Source: an optimization exercise on an open RTL-to-GDS flow (aim: small area). Production flows keep margins and buffers that such runs may drop. In this exercise RTL edits were held to simulation tests only and were not proved equivalent to the original.

### design/flow/design.v
module sqrt(input RESET, PREVIOUS, NEXT,CLK, input [31:0] N , input [31:0] DELTA , output [63:0] m);
    reg        done;
    reg [31:0] s;        
    reg [1:0]  ks;       
    reg [31:0] A;
    reg [31:0] B;
    reg        o;
    reg [31:0] nq;       
    reg        pcn;      
    reg        nz;       
    reg [30:0] dh;       
    reg [4:0]  it;
    reg [31:0] mr;
    assign m = {32'd0, mr};
    wire load   = PREVIOUS & NEXT;
    wire nxt    = NEXT & ~PREVIOUS;
    wire prv    = PREVIOUS & ~NEXT;
    wire active = load | ~done;
    wire [32:0] sum;
    wire [32:0] sk_c;
    assign sk_c[0] = 1'b0;
    genvar g;
    generate
        for (g = 0; g < 32; g = g + 1) begin : add_hl
            sqrt_fa u_fa (.a(A[g]), .b(B[g]), .c(sk_c[g]), .s(sum[g]), .co(sk_c[g+1]));
        end
    endgenerate
    assign sum[32] = sk_c[32];
    wire cy17 = sk_c[17];
    wire [31:0] c   = sum[32:1];
    wire [15:0] x   = c[15:0];
    wire [15:0] xn  = ~x;
    wire pp1;
    wire pp2;
    wire pp3;
    wire pp4;
    wire pp5;
    wire pp6;
    wire pp7;
    wire pp8;
    wire pp9;
    wire pp10;
    wire pp11;
    wire pp12;
    wire pp13;
    wire pp14;
    wire pp15;
    wire pp16;
    wire pp17;
    wire pp18;
    wire pp19;
    wire pp20;
    wire pp21;
    wire pp22;
    wire pp23;
    wire pp24;
    wire pp25;
    wire pp26;
    wire pp27;
    wire pp28;
    wire pp29;
    wire pp30;
    wire pp31;
    wire pp32;
    wire pp33;
    wire pp34;
    wire pp35;
    wire pp36;
    wire pp37;
    wire pp38;
    wire pp39;
    wire pp40;
    wire pp41;
    wire pp42;
    wire pp43;
    wire pp44;
    wire pp45;
    wire pp46;
    wire pp47;
    wire pp48;
    wire pp49;
    wire pp50;
    wire pp51;
    wire pp52;
    wire pp53;
    wire pp54;
    wire pp55;
    wire pp56;
    wire pp57;
    wire pp58;
    wire pp59;
    wire pp60;
    wire pp61;
    wire pp62;
    wire pp63;
    wire pp64;
    wire pp65;
    wire pp66;
    wire pp67;
    wire pp68;
    wire pp69;
    wire pp70;
    wire pp71;
    wire pp72;
    wire pp73;
    wire pp74;
    wire pp75;
    wire pp76;
    wire pp77;
    wire pp78;
    wire pp79;
    wire pp80;
    wire pp81;
    wire pp82;
    wire pp83;
    wire pp84;
    wire pp85;
    wire pp86;
    wire pp87;
    wire pp88;
    wire pp89;
    wire pp90;
    wire pp91;
    wire pp92;
    wire pp93;
    wire pp94;
    wire pp95;
    wire pp96;
    wire pp97;
    wire pp98;
    wire pp99;
    wire pp100;
    wire pp101;
    wire pp102;
    wire pp103;
    wire pp104;
    wire pp105;
    wire pp106;
    wire pp107;
    wire pp108;
    wire pp109;
    wire pp110;
    wire pp111;
    wire pp112;
    wire pp113;
    wire pp114;
    wire pp115;
    wire pp116;
    wire pp117;
    wire pp118;
    wire pp119;
    wire pp120;
    wire hs121;
    wire hc122;
    wire hs123;
    wire hc124;
    wire hs125;
    wire hc126;
    wire fs127;
    wire fc128;
    wire hs129;
    wire hc130;
    wire fs131;
    wire fc132;
    wire hs133;
    wire hc134;
    wire fs135;
    wire fc136;
    wire fs137;
    wire fc138;
    wire hs139;
    wire hc140;
    wire fs141;
    wire fc142;
    wire fs143;
    wire fc144;
    wire hs145;
    wire hc146;
    wire fs147;
    wire fc148;
    wire fs149;
    wire fc150;
    wire fs151;
    wire fc152;
    wire fs153;
    wire fc154;
    wire fs155;
    wire fc156;
    wire fs157;
    wire fc158;
    wire fs159;
    wire fc160;
    wire fs161;
    wire fc162;
    wire fs163;
    wire fc164;
    wire fs165;
    wire fc166;
    wire fs167;
    wire fc168;
    wire fs169;
    wire fc170;
    wire fs171;
    wire fc172;
    wire fs173;
    wire fc174;
    wire fs175;
    wire fc176;
    wire hs177;
    wire hc178;
    wire hs179;
    wire hc180;
    wire fs181;
    wire fc182;
    wire hs183;
    wire hc184;
    wire fs185;
    wire fc186;
    wire hs187;
    wire hc188;
    wire fs189;
    wire fc190;
    wire fs191;
    wire fc192;
    wire fs193;
    wire fc194;
    wire fs195;
    wire fc196;
    wire fs197;
    wire fc198;
    wire fs199;
    wire fc200;
    wire fs201;
    wire fc202;
    wire fs203;
    wire fc204;
    wire fs205;
    wire fc206;
    wire fs207;
    wire fc208;
    wire fs209;
    wire fc210;
    wire fs211;
    wire fc212;
    wire fs213;
    wire fc214;
    wire fs215;
    wire fc216;
    wire fs217;
    wire fc218;
    wire fs219;
    wire fc220;
    wire fs221;
    wire fc222;
    wire fs223;
    wire fc224;
    wire fs225;
    wire fc226;
    wire fs227;
    wire fc228;
    wire fs229;
    wire fc230;
    wire fs231;
    wire fc232;
    wire fs233;
    wire fc234;
    wire fs235;
    wire fc236;
    wire fs237;
    wire fc238;
    wire fs239;
    wire fc240;
    wire fs241;
    wire fc242;
    wire fs243;
    wire fc244;
    wire fs245;
    wire fc246;
    wire fs247;
    wire fc248;
    wire fs249;
    wire fc250;
    wire fs251;
    wire fc252;
    wire hs253;
    wire hc254;
    wire hs255;
    wire hc256;
    wire fs257;
    wire fc258;
    wire fs259;
    wire fc260;
    wire fs261;
    wire fc262;
    wire fs263;
    wire fc264;
    wire fs265;
    wire fc266;
    wire fs267;
    wire fc268;
    wire fs269;
    wire fc270;
    wire fs271;
    wire fc272;
    wire fs273;
    wire fc274;
    wire fs275;
    wire fc276;
    wire fs277;
    wire fc278;
    wire fs279;
    wire fc280;
    wire fs281;
    wire fc282;
    wire fs283;
    wire fc284;
    wire fs285;
    wire fc286;
    wire fs287;
    wire fc288;
    wire fs289;
    wire fc290;
    wire fs291;
    wire fc292;
    wire fs293;
    wire fc294;
    wire fs295;
    wire fc296;
    wire fs297;
    wire fc298;
    wire fs299;
    wire fc300;
    wire fs301;
    wire fc302;
    wire hs303;
    wire hc304;
    wire hs305;
    wire hc306;
    wire hs307;
    wire hc308;
    wire fs309;
    wire fc310;
    wire fs311;
    wire fc312;
    wire fs313;
    wire fc314;
    wire fs315;
    wire fc316;
    wire fs317;
    wire fc318;
    wire fs319;
    wire fc320;
    wire fs321;
    wire fc322;
    wire fs323;
    wire fc324;
    wire fs325;
    wire fc326;
    wire fs327;
    wire fc328;
    wire fs329;
    wire fc330;
    wire fs331;
    wire fc332;
    wire fs333;
    wire fc334;
    wire fs335;
    wire fc336;
    wire fs337;
    wire fc338;
    wire fs339;
    wire fc340;
    wire fs341;
    wire fc342;
    wire fs343;
    wire fc344;
    wire fs345;
    wire fc346;
    wire fs347;
    wire fc348;
    wire fs349;
    wire fc350;
    wire fs351;
    wire fc352;
    wire fs353;
    wire fc354;
    wire fs355;
    wire fc356;
    wire fs357;
    wire fc358;
    wire fs359;
    wire fc360;
    wire fs361;
    wire fc362;
    wire cc363;
    wire cc364;
    wire cc365;
    wire cc366;
    wire cc367;
    wire cc368;
    wire cc369;
    wire cc370;
    wire cc371;
    wire cc372;
    wire cc373;
    wire cc374;
    wire cc375;
    wire cc376;
    wire cc377;
    wire cc378;
    wire cc379;
    wire cc380;
    wire cc381;
    wire cc382;
    wire cc383;
    wire cc384;
    wire cc385;
    wire cc386;
    wire cc387;
    wire cc388;
    wire cc389;
    wire cc390;
    wire cc391;
    wire cc392;
    wire cc393;
    wire cc394;
    assign pp1 = ~(x[0] & x[1]);
    assign pp2 = ~(x[0] & x[2]);
    assign pp3 = ~(x[0] & x[3]);
    assign pp4 = ~(x[0] & x[4]);
    assign pp5 = ~(x[0] & x[5]);
    assign pp6 = ~(x[0] & x[6]);
    assign pp7 = ~(x[0] & x[7]);
    assign pp8 = ~(x[0] & x[8]);
    assign pp9 = ~(x[0] & x[9]);
    assign pp10 = ~(x[0] & x[10]);
    assign pp11 = ~(x[0] & x[11]);
    assign pp12 = ~(x[0] & x[12]);
    assign pp13 = ~(x[0] & x[13]);
    assign pp14 = ~(x[0] & x[14]);
    assign pp15 = ~(x[0] & x[15]);
    assign pp16 = ~(x[1] & x[2]);
    assign pp17 = ~(x[1] & x[3]);
    assign pp18 = ~(x[1] & x[4]);
    assign pp19 = ~(x[1] & x[5]);
    assign pp20 = ~(x[1] & x[6]);
    assign pp21 = ~(x[1] & x[7]);
    assign pp22 = ~(x[1] & x[8]);
    assign pp23 = ~(x[1] & x[9]);
    assign pp24 = ~(x[1] & x[10]);
    assign pp25 = ~(x[1] & x[11]);
    assign pp26 = ~(x[1] & x[12]);
    assign pp27 = ~(x[1] & x[13]);
    assign pp28 = ~(x[1] & x[14]);
    assign pp29 = ~(x[1] & x[15]);
    assign pp30 = ~(x[2] & x[3]);
    assign pp31 = ~(x[2] & x[4]);
    assign pp32 = ~(x[2] & x[5]);
    assign pp33 = ~(x[2] & x[6]);
    assign pp34 = ~(x[2] & x[7]);
    assign pp35 = ~(x[2] & x[8]);
    assign pp36 = ~(x[2] & x[9]);
    assign pp37 = ~(x[2] & x[10]);
    assign pp38 = ~(x[2] & x[11]);
    assign pp39 = ~(x[2] & x[12]);
    assign pp40 = ~(x[2] & x[13]);
    assign pp41 = ~(x[2] & x[14]);
    assign pp42 = ~(x[2] & x[15]);
    assign pp43 = ~(x[3] & x[4]);
    assign pp44 = ~(x[3] & x[5]);
    assign pp45 = ~(x[3] & x[6]);
    assign pp46 = ~(x[3] & x[7]);
    assign pp47 = ~(x[3] & x[8]);
    assign pp48 = ~(x[3] & x[9]);
    assign pp49 = ~(x[3] & x[10]);
    assign pp50 = ~(x[3] & x[11]);
    assign pp51 = ~(x[3] & x[12]);
    assign pp52 = ~(x[3] & x[13]);
    assign pp53 = ~(x[3] & x[14]);
    assign pp54 = ~(x[3] & x[15]);
    assign pp55 = ~(x[4] & x[5]);
    assign pp56 = ~(x[4] & x[6]);
    assign pp57 = ~(x[4] & x[7]);
    assign pp58 = ~(x[4] & x[8]);
    assign pp59 = ~(x[4] & x[9]);
    assign pp60 = ~(x[4] & x[10]);
    assign pp61 = ~(x[4] & x[11]);
    assign pp62 = ~(x[4] & x[12]);
    assign pp63 = ~(x[4] & x[13]);
    assign pp64 = ~(x[4] & x[14]);
    assign pp65 = ~(x[4] & x[15]);
    assign pp66 = ~(x[5] & x[6]);
    assign pp67 = ~(x[5] & x[7]);
    assign pp68 = ~(x[5] & x[8]);
    assign pp69 = ~(x[5] & x[9]);
    assign pp70 = ~(x[5] & x[10]);
    assign pp71 = ~(x[5] & x[11]);
    assign pp72 = ~(x[5] & x[12]);
    assign pp73 = ~(x[5] & x[13]);
    assign pp74 = ~(x[5] & x[14]);
    assign pp75 = ~(x[5] & x[15]);
    assign pp76 = ~(x[6] & x[7]);
    assign pp77 = ~(x[6] & x[8]);
    assign pp78 = ~(x[6] & x[9]);
    assign pp79 = ~(x[6] & x[10]);
    assign pp80 = ~(x[6] & x[11]);
    assign pp81 = ~(x[6] & x[12]);
    assign pp82 = ~(x[6] & x[13]);
    assign pp83 = ~(x[6] & x[14]);
    assign pp84 = ~(x[6] & x[15]);
    assign pp85 = ~(x[7] & x[8]);
    assign pp86 = ~(x[7] & x[9]);
    assign pp87 = ~(x[7] & x[10]);
    assign pp88 = ~(x[7] & x[11]);
    assign pp89 = ~(x[7] & x[12]);
    assign pp90 = ~(x[7] & x[13]);
    assign pp91 = ~(x[7] & x[14]);
    assign pp92 = ~(x[7] & x[15]);
    assign pp93 = ~(x[8] & x[9]);
    assign pp94 = ~(x[8] & x[10]);
    assign pp95 = ~(x[8] & x[11]);
    assign pp96 = ~(x[8] & x[12]);
    assign pp97 = ~(x[8] & x[13]);
    assign pp98 = ~(x[8] & x[14]);
    assign pp99 = ~(x[8] & x[15]);
    assign pp100 = ~(x[9] & x[10]);
    assign pp101 = ~(x[9] & x[11]);
    assign pp102 = ~(x[9] & x[12]);
    assign pp103 = ~(x[9] & x[13]);
    assign pp104 = ~(x[9] & x[14]);
    assign pp105 = ~(x[9] & x[15]);
    assign pp106 = ~(x[10] & x[11]);
    assign pp107 = ~(x[10] & x[12]);
    assign pp108 = ~(x[10] & x[13]);
    assign pp109 = ~(x[10] & x[14]);
    assign pp110 = ~(x[10] & x[15]);
    assign pp111 = ~(x[11] & x[12]);
    assign pp112 = ~(x[11] & x[13]);
    assign pp113 = ~(x[11] & x[14]);
    assign pp114 = ~(x[11] & x[15]);
    assign pp115 = ~(x[12] & x[13]);
    assign pp116 = ~(x[12] & x[14]);
    assign pp117 = ~(x[12] & x[15]);
    assign pp118 = ~(x[13] & x[14]);
    assign pp119 = ~(x[13] & x[15]);
    assign pp120 = ~(x[14] & x[15]);
    assign hs121 = ~(pp15 ^ pp28);
    assign hc122 = pp15 | pp28;
    assign hs123 = ~(pp9 ^ pp22);
    assign hc124 = pp9 | pp22;
    assign hs125 = ~(pp10 ^ pp23);
    assign hc126 = pp10 | pp23;
    sqrt_fa u_fs127 (.a(pp11), .b(pp24), .c(pp36), .s(fs127), .co(fc128));
    assign hs129 = ~(pp47 ^ pp57);
    assign hc130 = pp47 | pp57;
    sqrt_fa u_fs131 (.a(pp12), .b(pp25), .c(pp37), .s(fs131), .co(fc132));
    assign hs133 = ~(pp48 ^ pp58);
    assign hc134 = pp48 | pp58;
    sqrt_fa u_fs135 (.a(pp13), .b(pp26), .c(pp38), .s(fs135), .co(fc136));
    sqrt_fa u_fs137 (.a(pp49), .b(pp59), .c(pp68), .s(fs137), .co(fc138));
    assign hs139 = ~(pp76 ^ xn[7]);
    assign hc140 = pp76 | xn[7];
    sqrt_fa u_fs141 (.a(pp14), .b(pp27), .c(pp39), .s(fs141), .co(fc142));
    sqrt_fa u_fs143 (.a(pp50), .b(pp60), .c(pp69), .s(fs143), .co(fc144));
    assign hs145 = ~(pp77 ^ nq[15]);
    assign hc146 = pp77 | nq[15];
    sqrt_fa u_fs147 (.a(pp40), .b(pp51), .c(pp61), .s(fs147), .co(fc148));
    sqrt_fa u_fs149 (.a(pp70), .b(pp78), .c(pp85), .s(fs149), .co(fc150));
    sqrt_fa u_fs151 (.a(xn[8]), .b(nq[16]), .c(hs121), .s(fs151), .co(fc152));
    sqrt_fa u_fs153 (.a(pp29), .b(pp41), .c(pp52), .s(fs153), .co(fc154));
    sqrt_fa u_fs155 (.a(pp62), .b(pp71), .c(pp79), .s(fs155), .co(fc156));
    sqrt_fa u_fs157 (.a(pp86), .b(nq[17]), .c(hc122), .s(fs157), .co(fc158));
    sqrt_fa u_fs159 (.a(pp42), .b(pp53), .c(pp63), .s(fs159), .co(fc160));
    sqrt_fa u_fs161 (.a(pp72), .b(pp80), .c(pp87), .s(fs161), .co(fc162));
    sqrt_fa u_fs163 (.a(pp93), .b(xn[9]), .c(nq[18]), .s(fs163), .co(fc164));
    sqrt_fa u_fs165 (.a(pp54), .b(pp64), .c(pp73), .s(fs165), .co(fc166));
    sqrt_fa u_fs167 (.a(pp81), .b(pp88), .c(pp94), .s(fs167), .co(fc168));
    sqrt_fa u_fs169 (.a(pp65), .b(pp74), .c(pp82), .s(fs169), .co(fc170));
    sqrt_fa u_fs171 (.a(pp89), .b(pp95), .c(pp100), .s(fs171), .co(fc172));
    sqrt_fa u_fs173 (.a(pp75), .b(pp83), .c(pp90), .s(fs173), .co(fc174));
    sqrt_fa u_fs175 (.a(pp84), .b(pp91), .c(pp97), .s(fs175), .co(fc176));
    assign hs177 = ~(pp5 ^ pp18);
    assign hc178 = pp5 | pp18;
    assign hs179 = ~(pp6 ^ pp19);
    assign hc180 = pp6 | pp19;
    sqrt_fa u_fs181 (.a(pp7), .b(pp20), .c(pp32), .s(fs181), .co(fc182));
    assign hs183 = ~(pp43 ^ xn[4]);
    assign hc184 = pp43 | xn[4];
    sqrt_fa u_fs185 (.a(pp8), .b(pp21), .c(pp33), .s(fs185), .co(fc186));
    assign hs187 = ~(pp44 ^ nq[9]);
    assign hc188 = pp44 | nq[9];
    sqrt_fa u_fs189 (.a(pp34), .b(pp45), .c(pp55), .s(fs189), .co(fc190));
    sqrt_fa u_fs191 (.a(xn[5]), .b(nq[10]), .c(hs123), .s(fs191), .co(fc192));
    sqrt_fa u_fs193 (.a(pp35), .b(pp46), .c(pp56), .s(fs193), .co(fc194));
    sqrt_fa u_fs195 (.a(nq[11]), .b(hc124), .c(hs125), .s(fs195), .co(fc196));
    sqrt_fa u_fs197 (.a(pp66), .b(xn[6]), .c(nq[12]), .s(fs197), .co(fc198));
    sqrt_fa u_fs199 (.a(hc126), .b(fs127), .c(hs129), .s(fs199), .co(fc200));
    sqrt_fa u_fs201 (.a(pp67), .b(nq[13]), .c(fc128), .s(fs201), .co(fc202));
    sqrt_fa u_fs203 (.a(hc130), .b(fs131), .c(hs133), .s(fs203), .co(fc204));
    sqrt_fa u_fs205 (.a(nq[14]), .b(fc132), .c(hc134), .s(fs205), .co(fc206));
    sqrt_fa u_fs207 (.a(fs135), .b(fs137), .c(hs139), .s(fs207), .co(fc208));
    sqrt_fa u_fs209 (.a(fc136), .b(fc138), .c(hc140), .s(fs209), .co(fc210));
    sqrt_fa u_fs211 (.a(fs141), .b(fs143), .c(hs145), .s(fs211), .co(fc212));
    sqrt_fa u_fs213 (.a(fc142), .b(fc144), .c(hc146), .s(fs213), .co(fc214));
    sqrt_fa u_fs215 (.a(fs147), .b(fs149), .c(fs151), .s(fs215), .co(fc216));
    sqrt_fa u_fs217 (.a(fc148), .b(fc150), .c(fc152), .s(fs217), .co(fc218));
    sqrt_fa u_fs219 (.a(fs153), .b(fs155), .c(fs157), .s(fs219), .co(fc220));
    sqrt_fa u_fs221 (.a(fc154), .b(fc156), .c(fc158), .s(fs221), .co(fc222));
    sqrt_fa u_fs223 (.a(fs159), .b(fs161), .c(fs163), .s(fs223), .co(fc224));
    sqrt_fa u_fs225 (.a(nq[19]), .b(fc160), .c(fc162), .s(fs225), .co(fc226));
    sqrt_fa u_fs227 (.a(fc164), .b(fs165), .c(fs167), .s(fs227), .co(fc228));
    sqrt_fa u_fs229 (.a(xn[10]), .b(nq[20]), .c(fc166), .s(fs229), .co(fc230));
    sqrt_fa u_fs231 (.a(fc168), .b(fs169), .c(fs171), .s(fs231), .co(fc232));
    sqrt_fa u_fs233 (.a(pp96), .b(pp101), .c(nq[21]), .s(fs233), .co(fc234));
    sqrt_fa u_fs235 (.a(fc170), .b(fc172), .c(fs173), .s(fs235), .co(fc236));
    sqrt_fa u_fs237 (.a(pp102), .b(pp106), .c(xn[11]), .s(fs237), .co(fc238));
    sqrt_fa u_fs239 (.a(nq[22]), .b(fc174), .c(fs175), .s(fs239), .co(fc240));
    sqrt_fa u_fs241 (.a(pp92), .b(pp98), .c(pp103), .s(fs241), .co(fc242));
    sqrt_fa u_fs243 (.a(pp107), .b(nq[23]), .c(fc176), .s(fs243), .co(fc244));
    sqrt_fa u_fs245 (.a(pp99), .b(pp104), .c(pp108), .s(fs245), .co(fc246));
    sqrt_fa u_fs247 (.a(pp111), .b(xn[12]), .c(nq[24]), .s(fs247), .co(fc248));
    sqrt_fa u_fs249 (.a(pp105), .b(pp109), .c(pp112), .s(fs249), .co(fc250));
    sqrt_fa u_fs251 (.a(pp110), .b(pp113), .c(pp115), .s(fs251), .co(fc252));
    assign hs253 = ~(pp3 ^ pp16);
    assign hc254 = pp3 | pp16;
    assign hs255 = ~(pp4 ^ pp17);
    assign hc256 = pp4 | pp17;
    sqrt_fa u_fs257 (.a(pp30), .b(xn[3]), .c(nq[6]), .s(fs257), .co(fc258));
    sqrt_fa u_fs259 (.a(pp31), .b(nq[7]), .c(hc178), .s(fs259), .co(fc260));
    sqrt_fa u_fs261 (.a(nq[8]), .b(hc180), .c(fs181), .s(fs261), .co(fc262));
    sqrt_fa u_fs263 (.a(fc182), .b(hc184), .c(fs185), .s(fs263), .co(fc264));
    sqrt_fa u_fs265 (.a(fc186), .b(hc188), .c(fs189), .s(fs265), .co(fc266));
    sqrt_fa u_fs267 (.a(fc190), .b(fc192), .c(fs193), .s(fs267), .co(fc268));
    sqrt_fa u_fs269 (.a(fc194), .b(fc196), .c(fs197), .s(fs269), .co(fc270));
    sqrt_fa u_fs271 (.a(fc198), .b(fc200), .c(fs201), .s(fs271), .co(fc272));
    sqrt_fa u_fs273 (.a(fc202), .b(fc204), .c(fs205), .s(fs273), .co(fc274));
    sqrt_fa u_fs275 (.a(fc206), .b(fc208), .c(fs209), .s(fs275), .co(fc276));
    sqrt_fa u_fs277 (.a(fc210), .b(fc212), .c(fs213), .s(fs277), .co(fc278));
    sqrt_fa u_fs279 (.a(fc214), .b(fc216), .c(fs217), .s(fs279), .co(fc280));
    sqrt_fa u_fs281 (.a(fc218), .b(fc220), .c(fs221), .s(fs281), .co(fc282));
    sqrt_fa u_fs283 (.a(fc222), .b(fc224), .c(fs225), .s(fs283), .co(fc284));
    sqrt_fa u_fs285 (.a(fc226), .b(fc228), .c(fs229), .s(fs285), .co(fc286));
    sqrt_fa u_fs287 (.a(fc230), .b(fc232), .c(fs233), .s(fs287), .co(fc288));
    sqrt_fa u_fs289 (.a(fc234), .b(fc236), .c(fs237), .s(fs289), .co(fc290));
    sqrt_fa u_fs291 (.a(fc238), .b(fc240), .c(fs241), .s(fs291), .co(fc292));
    sqrt_fa u_fs293 (.a(fc242), .b(fc244), .c(fs245), .s(fs293), .co(fc294));
    sqrt_fa u_fs295 (.a(nq[25]), .b(fc246), .c(fc248), .s(fs295), .co(fc296));
    sqrt_fa u_fs297 (.a(xn[13]), .b(nq[26]), .c(fc250), .s(fs297), .co(fc298));
    sqrt_fa u_fs299 (.a(pp114), .b(pp116), .c(nq[27]), .s(fs299), .co(fc300));
    sqrt_fa u_fs301 (.a(pp117), .b(pp118), .c(xn[14]), .s(fs301), .co(fc302));
    assign hs303 = ~(xn[0] ^ nq[0]);
    assign hc304 = xn[0] | nq[0];
    assign hs305 = ~(pp1 ^ xn[1]);
    assign hc306 = pp1 | xn[1];
    assign hs307 = ~(pp2 ^ nq[3]);
    assign hc308 = pp2 | nq[3];
    sqrt_fa u_fs309 (.a(xn[2]), .b(nq[4]), .c(hs253), .s(fs309), .co(fc310));
    sqrt_fa u_fs311 (.a(nq[5]), .b(hc254), .c(hs255), .s(fs311), .co(fc312));
    sqrt_fa u_fs313 (.a(hs177), .b(hc256), .c(fs257), .s(fs313), .co(fc314));
    sqrt_fa u_fs315 (.a(hs179), .b(fc258), .c(fs259), .s(fs315), .co(fc316));
    sqrt_fa u_fs317 (.a(hs183), .b(fc260), .c(fs261), .s(fs317), .co(fc318));
    sqrt_fa u_fs319 (.a(hs187), .b(fc262), .c(fs263), .s(fs319), .co(fc320));
    sqrt_fa u_fs321 (.a(fs191), .b(fc264), .c(fs265), .s(fs321), .co(fc322));
    sqrt_fa u_fs323 (.a(fs195), .b(fc266), .c(fs267), .s(fs323), .co(fc324));
    sqrt_fa u_fs325 (.a(fs199), .b(fc268), .c(fs269), .s(fs325), .co(fc326));
    sqrt_fa u_fs327 (.a(fs203), .b(fc270), .c(fs271), .s(fs327), .co(fc328));
    sqrt_fa u_fs329 (.a(fs207), .b(fc272), .c(fs273), .s(fs329), .co(fc330));
    sqrt_fa u_fs331 (.a(fs211), .b(fc274), .c(fs275), .s(fs331), .co(fc332));
    sqrt_fa u_fs333 (.a(fs215), .b(fc276), .c(fs277), .s(fs333), .co(fc334));
    sqrt_fa u_fs335 (.a(fs219), .b(fc278), .c(fs279), .s(fs335), .co(fc336));
    sqrt_fa u_fs337 (.a(fs223), .b(fc280), .c(fs281), .s(fs337), .co(fc338));
    sqrt_fa u_fs339 (.a(fs227), .b(fc282), .c(fs283), .s(fs339), .co(fc340));
    sqrt_fa u_fs341 (.a(fs231), .b(fc284), .c(fs285), .s(fs341), .co(fc342));
    sqrt_fa u_fs343 (.a(fs235), .b(fc286), .c(fs287), .s(fs343), .co(fc344));
    sqrt_fa u_fs345 (.a(fs239), .b(fc288), .c(fs289), .s(fs345), .co(fc346));
    sqrt_fa u_fs347 (.a(fs243), .b(fc290), .c(fs291), .s(fs347), .co(fc348));
    sqrt_fa u_fs349 (.a(fs247), .b(fc292), .c(fs293), .s(fs349), .co(fc350));
    sqrt_fa u_fs351 (.a(fs249), .b(fc294), .c(fs295), .s(fs351), .co(fc352));
    sqrt_fa u_fs353 (.a(fs251), .b(fc296), .c(fs297), .s(fs353), .co(fc354));
    sqrt_fa u_fs355 (.a(fc252), .b(fc298), .c(fs299), .s(fs355), .co(fc356));
    sqrt_fa u_fs357 (.a(nq[28]), .b(fc300), .c(fs301), .s(fs357), .co(fc358));
    sqrt_fa u_fs359 (.a(pp119), .b(nq[29]), .c(fc302), .s(fs359), .co(fc360));
    sqrt_fa u_fs361 (.a(pp120), .b(xn[15]), .c(nq[30]), .s(fs361), .co(fc362));
    assign cc363 = pcn | hs303;
    assign cc364 = (nq[1] & hc304) | (nq[1] & cc363) | (hc304 & cc363);
    assign cc365 = (nq[2] & hs305) | (nq[2] & cc364) | (hs305 & cc364);
    assign cc366 = (hc306 & hs307) | (hc306 & cc365) | (hs307 & cc365);
    assign cc367 = (hc308 & fs309) | (hc308 & cc366) | (fs309 & cc366);
    assign cc368 = (fc310 & fs311) | (fc310 & cc367) | (fs311 & cc367);
    assign cc369 = (fc312 & fs313) | (fc312 & cc368) | (fs313 & cc368);
    assign cc370 = (fc314 & fs315) | (fc314 & cc369) | (fs315 & cc369);
    assign cc371 = (fc316 & fs317) | (fc316 & cc370) | (fs317 & cc370);
    assign cc372 = (fc318 & fs319) | (fc318 & cc371) | (fs319 & cc371);
    assign cc373 = (fc320 & fs321) | (fc320 & cc372) | (fs321 & cc372);
    assign cc374 = (fc322 & fs323) | (fc322 & cc373) | (fs323 & cc373);
    assign cc375 = (fc324 & fs325) | (fc324 & cc374) | (fs325 & cc374);
    assign cc376 = (fc326 & fs327) | (fc326 & cc375) | (fs327 & cc375);
    assign cc377 = (fc328 & fs329) | (fc328 & cc376) | (fs329 & cc376);
    assign cc378 = (fc330 & fs331) | (fc330 & cc377) | (fs331 & cc377);
    assign cc379 = (fc332 & fs333) | (fc332 & cc378) | (fs333 & cc378);
    assign cc380 = (fc334 & fs335) | (fc334 & cc379) | (fs335 & cc379);
    assign cc381 = (fc336 & fs337) | (fc336 & cc380) | (fs337 & cc380);
    assign cc382 = (fc338 & fs339) | (fc338 & cc381) | (fs339 & cc381);
    assign cc383 = (fc340 & fs341) | (fc340 & cc382) | (fs341 & cc382);
    assign cc384 = (fc342 & fs343) | (fc342 & cc383) | (fs343 & cc383);
    assign cc385 = (fc344 & fs345) | (fc344 & cc384) | (fs345 & cc384);
    assign cc386 = (fc346 & fs347) | (fc346 & cc385) | (fs347 & cc385);
    assign cc387 = (fc348 & fs349) | (fc348 & cc386) | (fs349 & cc386);
    assign cc388 = (fc350 & fs351) | (fc350 & cc387) | (fs351 & cc387);
    assign cc389 = (fc352 & fs353) | (fc352 & cc388) | (fs353 & cc388);
    assign cc390 = (fc354 & fs355) | (fc354 & cc389) | (fs355 & cc389);
    assign cc391 = (fc356 & fs357) | (fc356 & cc390) | (fs357 & cc390);
    assign cc392 = (fc358 & fs359) | (fc358 & cc391) | (fs359 & cc391);
    assign cc393 = (fc360 & fs361) | (fc360 & cc392) | (fs361 & cc392);
    assign cc394 = (nq[31] & fc362) | (nq[31] & cc393) | (fc362 & cc393);
    wire big = (|A[31:17]) | (|B[31:17]) | cy17;
    wire gt  = big | ((~(cc394)) & ~nz);
    wire [31:0] dpre  = load ? DELTA : {1'b0, dh};
    wire [31:0] duse  = RESET ? 32'd1 : {1'b0, dpre[31:1]};
    wire [4:0] itpre = load ? 5'd0 : it;
    wire        kinc = (ks == 2'd0);
    wire        kd2  = (ks == 2'd1);
    wire        kd1  = ks[1];
    reg  [31:0] sk;
    reg  [31:0] n2;
    reg         p1, z1, p2;
    integer i;
    always @* begin
        sk[0] = s[0] ^ kd1;
        n2[0] = N[0];
        p1 = 1'b1;
        z1 = 1'b1;
        p2 = 1'b1;
        for (i = 1; i < 32; i = i + 1) begin
            sk[i] = s[i] ^ ((kinc & p1) | ((kd2 | (kd1 & ~s[0])) & z1));
            n2[i] = N[i] ^ p2;
            p1 = p1 & s[i];
            z1 = z1 & ~s[i];
            p2 = p2 & N[i];
        end
    end
    wire [31:0] b = load ? n2 : RESET ? 32'd1 : sk;
    localparam K = 22;
    wire [31:0] a;
    wire [32:0] a_c;
    wire [31:0] dx = duse ^ {32{~nxt}};
    wire [31:K] t;
    wire [32:K] t_c;
    wire [32:K] t_p;
    assign a_c[0] = ~nxt;
    generate
        for (g = 0; g < K; g = g + 1) begin : add_a
            sqrt_fa u_fa (.a(b[g]), .b(dx[g]), .c(a_c[g]), .s(a[g]), .co(a_c[g+1]));
        end
        sqrt_ha u_ha (.a(b[K]), .b(dx[K]), .s(t[K]), .co(t_c[K+1]));
        for (g = K + 1; g < 32; g = g + 1) begin : add_t
            sqrt_fa u_fa (.a(b[g]), .b(dx[g]), .c(t_c[g]), .s(t[g]), .co(t_c[g+1]));
        end
        assign t_p[K] = a_c[K];
        for (g = K; g < 32; g = g + 1) begin : inc_t
            assign a[g]     = t[g] ^ t_p[g];
            assign t_p[g+1] = t_p[g] & t[g];
        end
    endgenerate
    reg [31:0] nnx;
    reg        q0;
    integer j;
    always @* begin
        q0 = nxt;
        for (j = 0; j < 32; j = j + 1) begin
            nnx[j] = N[j] ^ q0;
            q0 = q0 & N[j];
        end
    end
    always @(posedge CLK) begin
        nq <= nnx;
        pcn <= ~prv;
        nz <= prv & ~|N;
        dh <= dpre[31:1];
        it <= itpre + 5'd1;
        if (NEXT | PREVIOUS) begin
            s  <= N;
            ks <= {load, prv};
        end
        if (active) begin
            done <= RESET | (itpre == 5'd17);
            mr   <= RESET ? 32'd1 : c;
            if (NEXT | PREVIOUS) begin
                A <= a;
                B <= b;
                o <= nxt;
            end else if (gt == o) begin
                A <= c;
            end else begin
                B <= c;
            end
        end
    end
endmodule
module sqrt_fa(input a, b, c, output s, co);
    assign s  = a ^ b ^ c;
    assign co = (a & b) | (a & c) | (b & c);
endmodule
module sqrt_ha(input a, b, output s, co);
    assign s  = a ^ b;
    assign co = a & b;
endmodule
### design/flow/run.sh
#!/bin/bash
# synth_recipe.tcl (not shown) runs the flow's synth.tcl, then flattens the netlist and writes it again
# the make line also repeats each setting of config.mk as NAME=value (left out here)
make -C /OpenROAD-flow-scripts/flow DESIGN_CONFIG=/design/flow/config.mk WORK_HOME=/design/flow/orfs CLKGATE_MAP_FILE= SYNTH_SCRIPT=/design/flow/synth_recipe.tcl finish
### design/flow/config.mk
export PLATFORM = sky130hd
export DESIGN_NAME = sqrt
export DESIGN_NICKNAME = sqrt
export VERILOG_FILES = /design/flow/design.v
export SDC_FILE = /design/flow/constraint.sdc
export NUM_CORES = 4
export LEC_CHECK = 0
export CAP_MARGIN = 20
export CORE_MARGIN = 2
export CORE_UTILIZATION = 50
export CTS_BUF_LIST = sky130_fd_sc_hd__clkbuf_8
export CTS_CLUSTER_DIAMETER = 60
export CTS_CLUSTER_SIZE = 16
export SETUP_SLACK_MARGIN = 0.1
export SLEW_MARGIN = 20
export SYNTH_HIERARCHICAL = 1
export SYNTH_MINIMUM_KEEP_SIZE = 0
### design/flow/constraint.sdc
create_clock -name core_clock -period 15.0 [get_ports {CLK}]
set_input_delay 3.0000 -clock core_clock [delete_from_list [all_inputs] [get_ports {CLK}]]
set_output_delay 3.0000 -clock core_clock [all_outputs]
set_load 0.01 [all_outputs]
==> impl_metrics.py, run 1 <==
metrics = {
    "run_status": {
        "status": "complete, no violations",
    },
    "synth": {
        "yosysTopAreaCell": "edfxtp_1",
        "ys_seq_area_frac": 0.364,
        "netlist_top_cells_area": "edfxtp_1 27%, fa_1 23%, dfxtp_1 9.4%, nand2_1 8.4%, ha_1 7.2%",
        "synthAdderAreaFrac": 0.306,
        "synth-xor-area-share": 0.0394,
        "synthMuxAreaShare": 0.0232,
        "netlist_area_um2": 14700,
        "synth_top_area_frac": 0.270,
        "yosys_warnings": 7,
        "synth-async-reset-ratio": 0,
        "synth_top_family_by_area": "adder cells",
        "synth_seq_cells": 201,
        "synth-compound-area-share": 0.0609,
        "synthCells": 1341,
        "synth_cell_types": 78,
        "synth-simple-area-share": 0.157,
        "synthFlopType": "edfxtp_1",
        "synth_area_per_cell_um2": 10.9,
        "synth-edff-count": 132,
    },
    "route": {
        "wl_per_cell_um": 19.8,
        "dr.pass1.iters": 6,
        "wirelength_mm": 36.2,
        "avgViaCountPerCell": 5.47,
        "num_vias": 9995,
        "drc": 0,
        "ant_nets": 0,
        "drt_iter0_markers": 705,
    },
    "worst_setup_path": {
        "worstSetupStartpointType": "primary input",
        "max_stage_delay_ps": 500,
        "cp.arrival_ps": 14730,
        "crit_required_ps": 15340,
        "crit_path_frequent_cell": "fa_1",
        "crit_fanout": 5,
        "cpMaxStageDelayCell": "clkdlybuf4s50_1",
        "worstSetupEndpointType": "flop",
        "critical_path_class": "primary input to flop",
    },
    "placed_design": {
        "hpwl_mm": 27.5,
        "gp_congestion": 0.920,
        "io_buffers": 98,
    },
    "sta": {
        "timing.setup.tns_ps": 0,
        "finalMaxSlewViolations": 0,
        "setup_viol": 0,
        "rsz0062_at_grt": "no",
        "period_minus_slack_ps": 14390,
        "max_freq_mhz": 69.5,
        "period_share": 0.960,
        "relSlewSlack": 0.268,
        "hold_slack_ps": 418,
        "finClkSkew_ps": 38.1,
        "tightest_slew_ps": 1080,
        "hold_viol_final": 0,
    },
    "global_routing": {
        "grt_pass1_vias": 10200,
        "track_usage": 0.244,
        "gr-total-overflow": 0,
        "grt_pass1_wl_mm": 57.3,
        "grt_start_max_net_pins": 58,
        "antenna_found_initial": 1,
    },
    "die": {
        "start_util": 0.510,
        "dieArea_um2": 30700,
        "io_pins": 132,
        "num_rows": 62,
        "die_h_um": 175,
        "fp.dieW_um": 175,
        "core_area_um2": 28800,
    },
    "clocking": {
        "clock_sink_count": 201,
        "cts.clk_slew.worst_paths_ps": 100,
        "cts_setup_buffers": 0,
        "numCtsBuffers": 25,
        "cts_max_level": 1,
        "cts_tree": "yes",
        "cts_max_path_buffers": 3,
        "holdBufCountCts": 0,
        "post_cts_resized": 0,
        "worstSkewPairLatency_ps": 590,
        "cts_root_buf": "clkbuf_8",
    },
    "min_path": {
        "hold_class": "flop to flop",
    },
    "finish": {
        "fillers": 2488,
        "seqCellArea_um2": 5350,
        "drive_above_1_share": 0.0915,
        "fin_nets": 1744,
        "multi_input_area_um2": 8740,
        "antenna_cells": 0,
        "synthToLayoutAreaGrowth_pct": 12.1,
    },
    "flow_run": {
        "cap_violations": 0,
    },
}
cell usage in the layout, fill, tap and decap left out, types with 6 or more instances in the layout:
cell type	n
clkbuf_8	25
nand2_1	329
xnor2_1	50
clkdlybuf4s50_1	97
dfxtp_1	69
nand4_1	8
nor4_1	17
inv_6	6
a21oi_1	12
nor3_1	12
buf_4	28
mux2_2	26
a22oi_1	10
a22o_1	13
nand3_1	12
inv_1	54
fa_1	168
nor2b_1	22
conb_1	33
edfxtp_1	132
o22ai_1	11
o21ai_0	25
o21ai_1	12
maj3_1	6
ha_1	85
nor2_1	40
and2_1	21
xor2_1	16
worst paths after layout:
kind                               start     to  slack (ps)  cells after the start
worst max-delay path            PREVIOUS  A[31]         610                     36
worst min-delay path               it[0]  it[0]         420                      1
worst max register to register      A[0]  B[30]        1090                     33
worst min register to register     it[0]  it[0]         420                      1
sequential cells by signal, indices dropped and copies added, names as in the netlist:
name,cells
A,32
B,32
mr,32
nq,32
s,32
dh,30
it,5
ks,2
done,1
nz,1
o,1
pcn,1
per-layer routing:
metal  up-vias  share of wire  GRT usage
met4         2          0.027     0.0719
met1      4973           0.42      0.331
li1       4626              -          -
met2       334           0.49      0.403
met3        60          0.067     0.0433
met5         -        0.00030          0
per-module statistics from Yosys (local to each module, per instance):
| module | flip-flops and latches | times used | cells inside | cell area [um^2] |
|---|---|---|---|---|
| sqrt_fa | 0 | 168 | 1 | 20.0 |
| sqrt_ha | 0 | 1 | 1 | 12.5 |
| sqrt | 201 | 1 | 1172 | 11300 |
critical path: cells and delay by family:
| family | cells | cell delay (ps) |
|---|---|---|
| adders and majority gates | 31 | 10490 |
| buffers and inverters | 1 | 500 |
| xor gates and xnor gates | 1 | 140 |
| AOI/OAI and AO/OA | 3 | 610 |
cells in the mapped netlist (all sizes together), types with 13 or more instances:
cell      n
nand2   329
fa      168
edfxtp  132
ha       85
dfxtp    69
clkbuf   59
inv      53
xnor2    50
buf      44
nor2     42
o21ai    41
mux2     29
and2     22
nor2b    22
nor4     19
nor3     18
xor2     16
a22o     13
final cells by class:
type / count / share of cell area
well taps: 384 / 0.0292
repair buffers: 126 / 0.0721
flip-flops and latches: 201 / 0.325
inverters: 54 / 0.0124
clock inverters: 21 / 0.00965
multi-input cells: 1015 / 0.531
clock buffers: 25 / 0.0209
kinds of logic (layout without fill, tap and decap cells):
kind of cell	after synthesis	count (layout)
muxes	30	30
other	1	33
buffers and inverters	157	226
adders and majority gates	259	259
DFF	201	201
and+or+nand+nor	502	502
xor gates and xnor gates	66	66
AOI/OAI and AO/OA	125	125
metrics by stage:
step                area (um^2)  std cells  setup slack (ps)   util
floorplan                 14800       1373               478      -
global placement          16000       1780              36.3  0.554
detailed placement        16000       1780             -35.7  0.554
CTS                       16500       1826               601  0.572
global route              16500       1826               224  0.572
finish                    16500       1826               605  0.572
==> run 2, diff against run 1 <==
==> design/flow/flow/run.sh (new file) <==
#!/bin/bash
# Standard ORFS layout with two changes: ports are buffered with the smallest
# buffer, and clock tree synthesis inserts no dummy loads.
set -euo pipefail
bash standard.sh \
  BUFFER_PORTS_ARGS="-buffer_cell sky130_fd_sc_hd__buf_1" \
  CTS_ARGS="-sink_clustering_enable -repair_clock_nets -sink_clustering_size 16 -sink_clustering_max_diameter 60 -buf_list {sky130_fd_sc_hd__clkbuf_8} -dont_use_dummy_load" \
  finish > flow_make.log 2>&1
==> design/flow/standard.sh (new file) <==
#!/bin/bash
# synth_recipe.tcl (not shown) runs the flow's synth.tcl, then flattens the netlist and writes it again
# the make line also repeats each setting of config.mk as NAME=value (left out here)
make -C /OpenROAD-flow-scripts/flow DESIGN_CONFIG=/design/flow/config.mk WORK_HOME=/design/flow/orfs CLKGATE_MAP_FILE= SYNTH_SCRIPT=/design/flow/synth_recipe.tcl "${@:-finish}"
removed: design/flow/run.sh
==> impl_metrics.py, run 2 <==
metrics = {
    "run_status": {
        "status": "complete, no violations",
    },
    "die": {
        "fp.dieW_um": 175,
        "core_area_um2": 28800,
        "die_h_um": 175,
        "num_rows": 62,
        "io_pins": 132,
        "dieArea_um2": 30700,
        "start_util": 0.510,
    },
    "finish": {
        "final_area_um2": 15700,
        "fin_nets": 1742,
        "antenna_cells": 0,
        "layout_common_cells": "329 x nand2_1, 168 x fa_1, 132 x edfxtp_1",
        "final_common_cell": "nand2_1",
        "drive_above_1_share": 0.0796,
        "synthToLayoutAreaGrowth_pct": 6.80,
        "stdcell_count": 1803,
    },
    "placed_design": {
        "io_buffers": 98,
        "dp.cells": 1777,
        "gp_congestion": 0.913,
        "placed_area_um2": 15300,
        "hpwl_mm": 27.8,
    },
    "route": {
        "wl_per_cell_um": 20.3,
        "avgViaCountPerCell": 5.52,
        "num_vias": 9949,
        "drc": 0,
        "ant_nets": 0,
        "wirelength_mm": 36.6,
        "drt_iter0_markers": 633,
        "dr.pass1.iters": 5,
    },
    "global_routing": {
        "antenna_found_initial": 0,
        "grt_pass1_vias": 10400,
        "grt_pass1_wl_mm": 58.3,
        "gr-total-overflow": 0,
        "track_usage": 0.248,
        "grt_start_max_net_pins": 79,
    },
    "synth": {
        "netlist_top_cells_area": "edfxtp_1 27%, fa_1 23%, dfxtp_1 9.4%, nand2_1 8.4%, ha_1 7.2%",
        "yosys_warnings": 7,
        "synth_commonest_cells": "329 x nand2_1, 168 x fa_1, 132 x edfxtp_1",
        "synthMuxAreaShare": 0.0232,
        "synth.most_common_cell": "nand2_1",
        "synth_cell_types": 78,
        "synth-xor-area-share": 0.0394,
        "synthCells": 1341,
        "synth-edff-count": 132,
        "synth-compound-area-share": 0.0609,
        "ys_seq_area_frac": 0.364,
        "synth_top_family_by_area": "adder cells",
        "synth-simple-area-share": 0.157,
        "synth_area_per_cell_um2": 10.9,
        "synth-async-reset-ratio": 0,
        "synth_top_area_frac": 0.270,
        "synthAdderAreaFrac": 0.306,
        "synth_seq_cells": 201,
        "yosysTopAreaCell": "edfxtp_1",
        "netlist_area_um2": 14700,
        "synthFlopType": "edfxtp_1",
    },
    "sta": {
        "setup_viol": 0,
        "hold_slack_ps": 415,
        "finClkSkew_ps": 42.3,
        "period_minus_slack_ps": 14060,
        "max_freq_mhz": 71.1,
        "period_share": 0.938,
        "relSlewSlack": 0.365,
        "rsz0062_at_grt": "no",
        "timing.setup.tns_ps": 0,
        "hold_viol_final": 0,
        "finalMaxSlewViolations": 0,
        "tightest_slew_ps": 951,
    },
    "clocking": {
        "clock_sink_count": 201,
        "cts_setup_buffers": 0,
        "worstSkewPairLatency_ps": 580,
        "holdBufCountCts": 0,
        "cts_max_level": 1,
        "cts.clk_slew.worst_paths_ps": 100,
        "post_cts_resized": 0,
        "cts_root_buf": "clkbuf_8",
        "cts_tree": "yes",
        "cts_max_path_buffers": 3,
        "numCtsBuffers": 26,
    },
    "worst_setup_path": {
        "worstSetupEndpointType": "flop",
        "startpoint": "PREVIOUS",
        "cpMaxStageDelayCell": "fa_1",
        "max_stage_delay_ps": 440,
        "crit_fanout": 4,
        "rr_startpoint": "A[0]",
        "critPathBufInv": 1,
        "worstSetupStartpointType": "primary input",
        "cp.arrival_ps": 14390,
        "crit_required_ps": 15330,
        "crit_path_frequent_cell": "fa_1",
        "crit_family": "adder cells",
        "critical_path_class": "primary input to flop",
    },
    "flow_run": {
        "cap_violations": 0,
    },
    "min_path": {
        "hold_class": "flop to flop",
        "hp-start": "it[0]",
    },
}
[run 2: per-module statistics from Yosys, one instance, submodules excluded]
module | times used | flip-flops and latches | area [um^2]
sqrt_ha | 1 | 0 | 12.5
sqrt | 1 | 201 | 11300
sqrt_fa | 168 | 0 | 20.0
[run 2: cell type report]
class	instances	area [um^2]
Clock buffer	26	358
Fill cell	2559	13100
Inverter	54	204
Multi-Input combinational cell	1015	8740
Sequential cell	201	5350
Tap cell	384	480
Timing Repair Buffer	123	557
[run 2: cell families after synthesis]
logic type,count (synthesis)
multiplexers,30
buffers and inverters,157
XOR/XNOR,66
flip-flops,201
adder cells (fa/ha/maj),259
AND/OR/NAND/NOR,502
other,1
AO/OA/AOI/OAI,125
[run 2: through the flow]
stage	util	setup slack (ps)
floorplan	-	478
global placement	0.532	362
detailed placement	0.532	323
CTS	0.545	904
global route	0.545	491
finish	0.545	936
[run 2: path summary, 6_finish.rpt]
path	end	cells past startpoint	slack [ps]
max reg2reg	B[30]	33	1140
min reg2reg	it[0]	1	420
min	it[0]	1	420
max	A[31]	36	940
[run 2: metal layers]
metal	track usage	vias up	part of all wire
met5	0	-	0
met4	0.0892	0	0.037
met3	0.0290	71	0.057
met2	0.409	342	0.49
met1	0.342	4940	0.42
li1	-	4596	-
[run 2: worst reg2reg max path: cells and delay by family (launching register included)]
kind	cells	cell delay, ps
flops	1	410
mux	1	280
fa+ha+maj	32	12910

[static timing again, ports no longer ideal]
How much do the figures lean on ideal ports? The routed layouts below were timed once more, with nothing changed but the port constraints.
Step 1 (the two cells are an assumption about what drives the block):
set clk [get_ports {CLK}]
set_driving_cell -lib_cell sky130_fd_sc_hd__clkbuf_16 $clk
set_driving_cell -lib_cell sky130_fd_sc_hd__buf_2 [delete_from_list [all_inputs] $clk]
Step 2 also shifts input and output timing later by t, the mid clock arrival at the registers, as if the neighbouring blocks saw the same clock.
Three values: no drivers, after step 1, after step 2; two values: the first two.
run | t, ns | setup WS [ns] | hold slack, ns | latest minus earliest clock arrival (ns) | worst data-port slew with drivers (ns)
run 1 | 0.611 | 0.605 / 0.624 / 0.013 | 0.418 / 0.418 / 0.418 | 0.038 / 0.038 | 0.04
run 2 | 0.603 | 0.936 / 0.954 / 0.351 | 0.415 / 0.415 / 0.415 | 0.042 / 0.042 | 0.04
After both steps setup and hold are still met in every run listed. For run 1, which loses most, drivers alone change the setup slack by +0.019 ns; drivers and shift together by -0.592 ns.
